This is an optimization exercise on Yosys and OpenROAD, whose aim is small area, not a production implementation.
Function was checked by simulation only, so behaviour that the tests miss may differ from the original.

==> run C: inputs <==
==> flow/design.v <==
package gpio_reg_pkg;
  parameter int GPIOCount = 32;
  parameter int BlockAw = 11;
  parameter logic [BlockAw-1:0] GPIO_INFO_OFFSET = 11'h 0;
  parameter logic [BlockAw-1:0] GPIO_CFG_OFFSET = 11'h 4;
  parameter logic [BlockAw-1:0] GPIO_GPIO_MODE_0_OFFSET = 11'h 8;
  parameter logic [BlockAw-1:0] GPIO_GPIO_MODE_1_OFFSET = 11'h c;
  parameter logic [BlockAw-1:0] GPIO_GPIO_EN_OFFSET = 11'h 80;
  parameter logic [BlockAw-1:0] GPIO_GPIO_IN_OFFSET = 11'h 100;
  parameter logic [BlockAw-1:0] GPIO_GPIO_OUT_OFFSET = 11'h 180;
  parameter logic [BlockAw-1:0] GPIO_GPIO_SET_OFFSET = 11'h 200;
  parameter logic [BlockAw-1:0] GPIO_GPIO_CLEAR_OFFSET = 11'h 280;
  parameter logic [BlockAw-1:0] GPIO_GPIO_TOGGLE_OFFSET = 11'h 300;
  parameter logic [BlockAw-1:0] GPIO_INTRPT_RISE_EN_OFFSET = 11'h 380;
  parameter logic [BlockAw-1:0] GPIO_INTRPT_FALL_EN_OFFSET = 11'h 400;
  parameter logic [BlockAw-1:0] GPIO_INTRPT_LVL_HIGH_EN_OFFSET = 11'h 480;
  parameter logic [BlockAw-1:0] GPIO_INTRPT_LVL_LOW_EN_OFFSET = 11'h 500;
  parameter logic [BlockAw-1:0] GPIO_INTRPT_STATUS_OFFSET = 11'h 580;
  parameter logic [BlockAw-1:0] GPIO_INTRPT_RISE_STATUS_OFFSET = 11'h 600;
  parameter logic [BlockAw-1:0] GPIO_INTRPT_FALL_STATUS_OFFSET = 11'h 680;
  parameter logic [BlockAw-1:0] GPIO_INTRPT_LVL_HIGH_STATUS_OFFSET = 11'h 700;
  parameter logic [BlockAw-1:0] GPIO_INTRPT_LVL_LOW_STATUS_OFFSET = 11'h 780;
  parameter logic [19:0] GPIO_INFO_RESVAL = 20'h 800;
  parameter logic [9:0] GPIO_INFO_VERSION_RESVAL = 10'h 2;
  parameter logic [31:0] GPIO_GPIO_IN_RESVAL = 32'h 0;
  parameter logic [31:0] GPIO_GPIO_SET_RESVAL = 32'h 0;
  parameter logic [31:0] GPIO_GPIO_CLEAR_RESVAL = 32'h 0;
  parameter logic [31:0] GPIO_GPIO_TOGGLE_RESVAL = 32'h 0;
  parameter logic [31:0] GPIO_INTRPT_STATUS_RESVAL = 32'h 0;
  typedef enum int {
    GPIO_INFO,
    GPIO_CFG,
    GPIO_GPIO_MODE_0,
    GPIO_GPIO_MODE_1,
    GPIO_GPIO_EN,
    GPIO_GPIO_IN,
    GPIO_GPIO_OUT,
    GPIO_GPIO_SET,
    GPIO_GPIO_CLEAR,
    GPIO_GPIO_TOGGLE,
    GPIO_INTRPT_RISE_EN,
    GPIO_INTRPT_FALL_EN,
    GPIO_INTRPT_LVL_HIGH_EN,
    GPIO_INTRPT_LVL_LOW_EN,
    GPIO_INTRPT_STATUS,
    GPIO_INTRPT_RISE_STATUS,
    GPIO_INTRPT_FALL_STATUS,
    GPIO_INTRPT_LVL_HIGH_STATUS,
    GPIO_INTRPT_LVL_LOW_STATUS
  } gpio_id_e;
  parameter logic [75:0] GPIO_PERMIT = {
    4'b 1111,
    4'b 1111,
    4'b 1111,
    4'b 1111,
    4'b 1111,
    4'b 1111,
    4'b 1111,
    4'b 1111,
    4'b 1111,
    4'b 1111,
    4'b 1111,
    4'b 1111,
    4'b 1111,
    4'b 1111,
    4'b 1111,
    4'b 1111,
    4'b 1111,
    4'b 0001,
    4'b 0111
  };
endpackage
module gpio (
  input  logic        clk_i,
  input  logic        rst_ni,
  input  logic [31:0] gpio_in,
  output logic [31:0] gpio_out,
  output logic [31:0] gpio_tx_en_o,
  output logic [31:0] gpio_in_sync_o,
  output logic        global_interrupt_o,
  output logic [31:0] pin_level_interrupts_o,
  input  logic        reg_valid_i,
  input  logic        reg_write_i,
  input  logic [10:0] reg_addr_i,
  input  logic [31:0] reg_wdata_i,
  input  logic [3:0]  reg_wstrb_i,
  output logic [31:0] reg_rdata_o,
  output logic        reg_error_o,
  output logic        reg_ready_o
);
  logic [10:0] a;
  assign a = reg_addr_i;
  logic lo_grp;
  assign lo_grp = (a[10:4] == 7'd0) && (a[1:0] == 2'd0);
  logic hi_grp;
  assign hi_grp = (a[6:0] == 7'd0) && (a[10:7] != 4'd0);
  logic h_info, h_cfg, h_mode0, h_mode1;
  assign h_info  = lo_grp && (a[3:2] == 2'd0);
  assign h_cfg   = lo_grp && (a[3:2] == 2'd1);
  assign h_mode0 = lo_grp && (a[3:2] == 2'd2);
  assign h_mode1 = lo_grp && (a[3:2] == 2'd3);
  logic [15:0] h;   
  always_comb begin
    for (int k = 0; k < 16; k++) h[k] = hi_grp && (a[10:7] == k[3:0]);
  end
  logic hit;
  assign hit = lo_grp | hi_grp;
  logic strb_all, strb_bad;
  assign strb_all = &reg_wstrb_i;
  assign strb_bad = h_info ? ~&reg_wstrb_i[2:0] :
                    h_cfg  ? ~reg_wstrb_i[0] : ~strb_all;
  assign reg_error_o = ~hit | (reg_write_i & strb_bad);
  assign reg_ready_o = 1'b1;
  logic wr, wr_full;
  assign wr      = reg_valid_i & reg_write_i;
  assign wr_full = wr & strb_all;
  logic rst;
  assign rst = ~rst_ni;
  logic we_cfg, we_mode0, we_mode1, we_en, we_re, we_fe, we_he, we_le;
  assign we_cfg   = (wr & reg_wstrb_i[0] & h_cfg) | rst;
  assign we_mode0 = (wr_full & h_mode0) | rst;
  assign we_mode1 = (wr_full & h_mode1) | rst;
  assign we_en    = (wr_full & h[1]) | rst;
  assign we_re    = (wr_full & h[7]) | rst;
  assign we_fe    = (wr_full & h[8]) | rst;
  assign we_he    = (wr_full & h[9]) | rst;
  assign we_le    = (wr_full & h[10]) | rst;
  logic [31:0] wd;   
  assign wd = reg_wdata_i & {32{rst_ni}};
  logic [1:0]  cfg_q;
  logic [31:0] mode0_q, mode1_q, en_q, re_q, fe_q, he_q, le_q;
  always_ff @(posedge clk_i) begin
    if (we_cfg)   cfg_q   <= wd[1:0];
    if (we_mode0) mode0_q <= wd;
    if (we_mode1) mode1_q <= wd;
    if (we_en)    en_q    <= wd;
    if (we_re)    re_q    <= wd;
    if (we_fe)    fe_q    <= wd;
    if (we_he)    he_q    <= wd;
    if (we_le)    le_q    <= wd;
  end
  logic [63:0] mode;
  assign mode = {mode1_q, mode0_q};
  logic [31:0] out_q, out_d;
  logic w_out, w_set, w_clr, w_tog;
  assign w_out = wr_full & h[3];
  assign w_set = wr_full & h[4];
  assign w_clr = wr_full & h[5];
  assign w_tog = wr_full & h[6];
  always_comb begin
    for (int i = 0; i < 32; i++) begin
      if (rst)
        out_d[i] = 1'b0;
      else if (w_out)
        out_d[i] = reg_wdata_i[i];
      else if (reg_wdata_i[i] & w_set)
        out_d[i] = 1'b1;
      else if (reg_wdata_i[i] & w_clr)
        out_d[i] = 1'b0;
      else if (reg_wdata_i[i] & w_tog)
        out_d[i] = ~out_q[i];
      else
        out_d[i] = out_q[i];
    end
  end
  always_ff @(posedge clk_i) out_q <= out_d;
  assign gpio_out = out_q;
  logic [31:0] s1_q, s2_q, in_q;
  always_ff @(posedge clk_i, negedge rst_ni) begin
    if (!rst_ni) s1_q <= '0;
    else         s1_q <= gpio_in;
  end
  always_ff @(posedge clk_i) s2_q <= s1_q;
  logic [31:0] in_en;
  always_comb begin
    for (int i = 0; i < 32; i++)
      in_en[i] = rst | (en_q[i] & (mode[2*i +: 2] == 2'b00));
  end
  always_ff @(posedge clk_i) begin
    for (int i = 0; i < 32; i++)
      if (in_en[i]) in_q[i] <= s2_q[i];
  end
  assign gpio_in_sync_o = in_q;
  always_comb begin
    for (int i = 0; i < 32; i++)
      gpio_tx_en_o[i] = mode[2*i] ^ (mode[2*i+1] & out_q[i]);
  end
  logic [31:0] ev_r, ev_f, ev_h, ev_l, edges, pending;
  assign ev_r  =  s2_q & ~in_q & re_q;
  assign ev_f  = ~s2_q &  in_q & fe_q;
  assign ev_h  =  in_q & he_q;
  assign ev_l  = ~in_q & le_q;
  assign edges = ev_r | ev_f | ev_h | ev_l;
  logic [31:0] rs_q, fs_q, hs_q, ls_q;
  assign pending = rs_q | fs_q | hs_q | ls_q;
  logic w_st, c_rs, c_fs, c_hs, c_ls;
  assign w_st = wr_full & h[11];
  assign c_rs = (wr_full & h[12]) | w_st | rst;
  assign c_fs = (wr_full & h[13]) | w_st | rst;
  assign c_hs = (wr_full & h[14]) | w_st | rst;
  assign c_ls = (wr_full & h[15]) | w_st | rst;
  logic [31:0] wc;   
  assign wc = reg_wdata_i | {32{rst}};
  always_ff @(posedge clk_i) begin
    rs_q <= (rs_q | ev_r) & ~(wc & {32{c_rs}});
    fs_q <= (fs_q | ev_f) & ~(wc & {32{c_fs}});
    hs_q <= (hs_q | ev_h) & ~(wc & {32{c_hs}});
    ls_q <= (ls_q | ev_l) & ~(wc & {32{c_ls}});
  end
  assign pin_level_interrupts_o = cfg_q[1] ? pending : edges;
  assign global_interrupt_o     = cfg_q[0] ? |pending : |edges;
  logic [31:0] info_v, cfg_v, lo_v;
  assign info_v = 32'h0000_0820;
  assign cfg_v  = {30'd0, cfg_q};
  always_comb begin
    reg_rdata_o = {32{~hit}}
                | ({32{h_info}}  & info_v)
                | ({32{h_cfg}}   & cfg_v)
                | ({32{h_mode0}} & mode0_q)
                | ({32{h_mode1}} & mode1_q)
                | ({32{h[1]}}    & en_q)
                | ({32{h[2]}}    & in_q)
                | ({32{h[3]}}    & out_q)
                | ({32{h[7]}}    & re_q)
                | ({32{h[8]}}    & fe_q)
                | ({32{h[9]}}    & he_q)
                | ({32{h[10]}}   & le_q)
                | ({32{h[11]}}   & pending)
                | ({32{h[12]}}   & rs_q)
                | ({32{h[13]}}   & fs_q)
                | ({32{h[14]}}   & hs_q)
                | ({32{h[15]}}   & ls_q);
  end
endmodule
==> flow/run.sh <==
#!/bin/bash
# synth_recipe.tcl (not shown) runs the flow's synth.tcl, then flattens the netlist and writes it again
# the make line also repeats each setting of config.mk as NAME=value (left out here)
make -C /OpenROAD-flow-scripts/flow DESIGN_CONFIG=/design/flow/config.mk WORK_HOME=/design/flow/orfs CLKGATE_MAP_FILE= SYNTH_SCRIPT=/design/flow/synth_recipe.tcl finish
==> flow/config.mk <==
export PLATFORM = sky130hd
export DESIGN_NAME = gpio
export DESIGN_NICKNAME = gpio
export VERILOG_FILES = /design/flow/design.v
export SDC_FILE = /design/flow/constraint.sdc
export NUM_CORES = 4
export LEC_CHECK = 0
export CAP_MARGIN = 20
export CORE_MARGIN = 2
export CORE_UTILIZATION = 40
export SLEW_MARGIN = 20
==> flow/constraint.sdc <==
create_clock -name core_clock -period 10.0 [get_ports {clk_i}]
set_input_delay 2.0000 -clock core_clock [delete_from_list [all_inputs] [get_ports {clk_i}]]
set_output_delay 2.0000 -clock core_clock [all_outputs]
set_load 0.01 [all_outputs]
==> inputs of run G, as changes to run C <==
--- a/flow/design.v
+++ b/flow/design.v
@@ -111,3 +111,3 @@
                     h_cfg  ? ~reg_wstrb_i[0] : ~strb_all;
-  assign reg_error_o = ~hit | (reg_write_i & strb_bad);
+  assign reg_error_o = reg_valid_i & (~hit | (reg_write_i & strb_bad));
   assign reg_ready_o = 1'b1;
@@ -151,14 +151,4 @@
     for (int i = 0; i < 32; i++) begin
-      if (rst)
-        out_d[i] = 1'b0;
-      else if (w_out)
-        out_d[i] = reg_wdata_i[i];
-      else if (reg_wdata_i[i] & w_set)
-        out_d[i] = 1'b1;
-      else if (reg_wdata_i[i] & w_clr)
-        out_d[i] = 1'b0;
-      else if (reg_wdata_i[i] & w_tog)
-        out_d[i] = ~out_q[i];
-      else
-        out_d[i] = out_q[i];
+      out_d[i] = (out_q[i] & ~(reg_wdata_i[i] & (w_clr | w_tog)) & ~(w_out | rst))
+               | (wd[i] & (w_out | w_set | (w_tog & ~out_q[i])));
     end
@@ -227,7 +217,6 @@
                 | ({32{h[10]}}   & le_q)
-                | ({32{h[11]}}   & pending)
-                | ({32{h[12]}}   & rs_q)
-                | ({32{h[13]}}   & fs_q)
-                | ({32{h[14]}}   & hs_q)
-                | ({32{h[15]}}   & ls_q);
+                | ({32{h[11] | h[12]}} & rs_q)
+                | ({32{h[11] | h[13]}} & fs_q)
+                | ({32{h[11] | h[14]}} & hs_q)
+                | ({32{h[11] | h[15]}} & ls_q);
   end
==> flow/flow/run.sh (new file) <==
#!/bin/bash
# Own layout flow: the standard flow (standard.sh) with these changes:
#  - ABC maps the logic with an area-oriented script (flow/area.abc) instead
#    of ORFS's delay-oriented one; everything else in synthesis is unchanged,
#    so the registers are the standard synthesis's;
#  - ports are buffered with buf_1 instead of the default buffer cell;
#  - clock tree: clkbuf_8 clusters, no dummy loads.
# Each tool's output goes to its own log in this folder (and ORFS's logs under
# orfs/logs/).
set -euo pipefail
W=$(pwd)
F=$W/flow

orig_synth=$(grep -o 'SYNTH_SCRIPT=[^ ]*' standard.sh | head -1 | cut -d= -f2-)
cat > "$W/area_synth.tcl" <<TCL
proc abc {args} {
  set i [lsearch -exact \$args -script]
  if {\$i >= 0} { lset args [expr {\$i + 1}] $F/area.abc }
  yosys abc {*}\$args
}
source $orig_synth
TCL
sed "s#SYNTH_SCRIPT=[^ ]*#SYNTH_SCRIPT=$W/area_synth.tcl#" standard.sh > "$W/area_standard.sh"

export BUFFER_PORTS_ARGS="-buffer_cell sky130_fd_sc_hd__buf_1"
export CTS_ARGS="-sink_clustering_enable -repair_clock_nets -dont_use_dummy_load -buf_list {sky130_fd_sc_hd__clkbuf_8} -sink_clustering_size 14 -sink_clustering_max_diameter 60"

bash "$W/area_standard.sh" > "$W/make_flow.log" 2>&1
==> flow/flow/area.abc (new file) <==
strash
dc2
&get -n
&dch -f
&nf -R 1000
&put
buffer -c -S 300 -N 16
topo
stime -c
upsize -c
dnsize -c
==> flow/standard.sh (new file) <==
#!/bin/bash
# synth_recipe.tcl (not shown) runs the flow's synth.tcl, then flattens the netlist and writes it again
# the make line also repeats each setting of config.mk as NAME=value (left out here)
make -C /OpenROAD-flow-scripts/flow DESIGN_CONFIG=/design/flow/config.mk WORK_HOME=/design/flow/orfs CLKGATE_MAP_FILE= SYNTH_SCRIPT=/design/flow/synth_recipe.tcl "${@:-finish}"
Settings changed: CORE_UTILIZATION 40 to 62, GPL_TIMING_DRIVEN set to 0.
removed: flow/run.sh
==> flow_summary.ini <==
[critical_path]
endpoint = reg_rdata_o[14]
cp.depth = 9
cp.arrival_ns = 6.33
cp_slowest_cell = clkdlybuf4s50_1
rr_worst_depth = 3

[timing]
tightest_slew_ns = 1.23
fin_crit_ns = 8.33

[detailed_routing]
wl_per_cell_um = 30.7

[outcome]
outcome = no timing/DRC/antenna violations

[power]
p_comb_share_pct = 12.5

[placed_design]
pre_cts_ws_ns = 1.93
the above is filed under run C

==> flow_summary.ini <==
[critical_path]
rr_worst_depth = 1
endpoint = reg_rdata_o[13]
cp.depth = 12
cp.arrival_ns = 5.31
cp_slowest_cell = nor2_1
path_max_fanout = 16

[outcome]
outcome = no timing/DRC/antenna violations

[placed_design]
pre_cts_ws_ns = 2.88

[power]
p_comb_share_pct = 10.5

[detailed_routing]
wl_per_cell_um = 31.1
the above is filed under run G

afterwards: timing with drivers on the ports:
In the flow no input, the clock included, has a driving cell. The finished layouts below were timed again as built, in two steps. Step 1: set_driving_cell puts a clkbuf_16 on clk_i and a buf_2 on each other input, an assumption about the parent block. Step 2 also shifts input and output timing later by t, the mid clock arrival at the registers, as if the neighbouring blocks saw the same clock. Slacks: ideal ports / drivers / drivers and shift; pairs: ideal ports / drivers.
| run | shift t [ns] | setup slack, ns | worst setup path after step 2 |
|---|---|---|---|
| run C | 0.667 | 1.674 / 1.643 / 1.643 | input to output |
| run G | 0.629 | 2.690 / 2.669 / 2.669 | input to output |
After both steps setup and hold are still met in every run listed. The setup slack of run C, which loses most, moves by -0.031 ns with the drivers and by -0.031 ns with both steps.
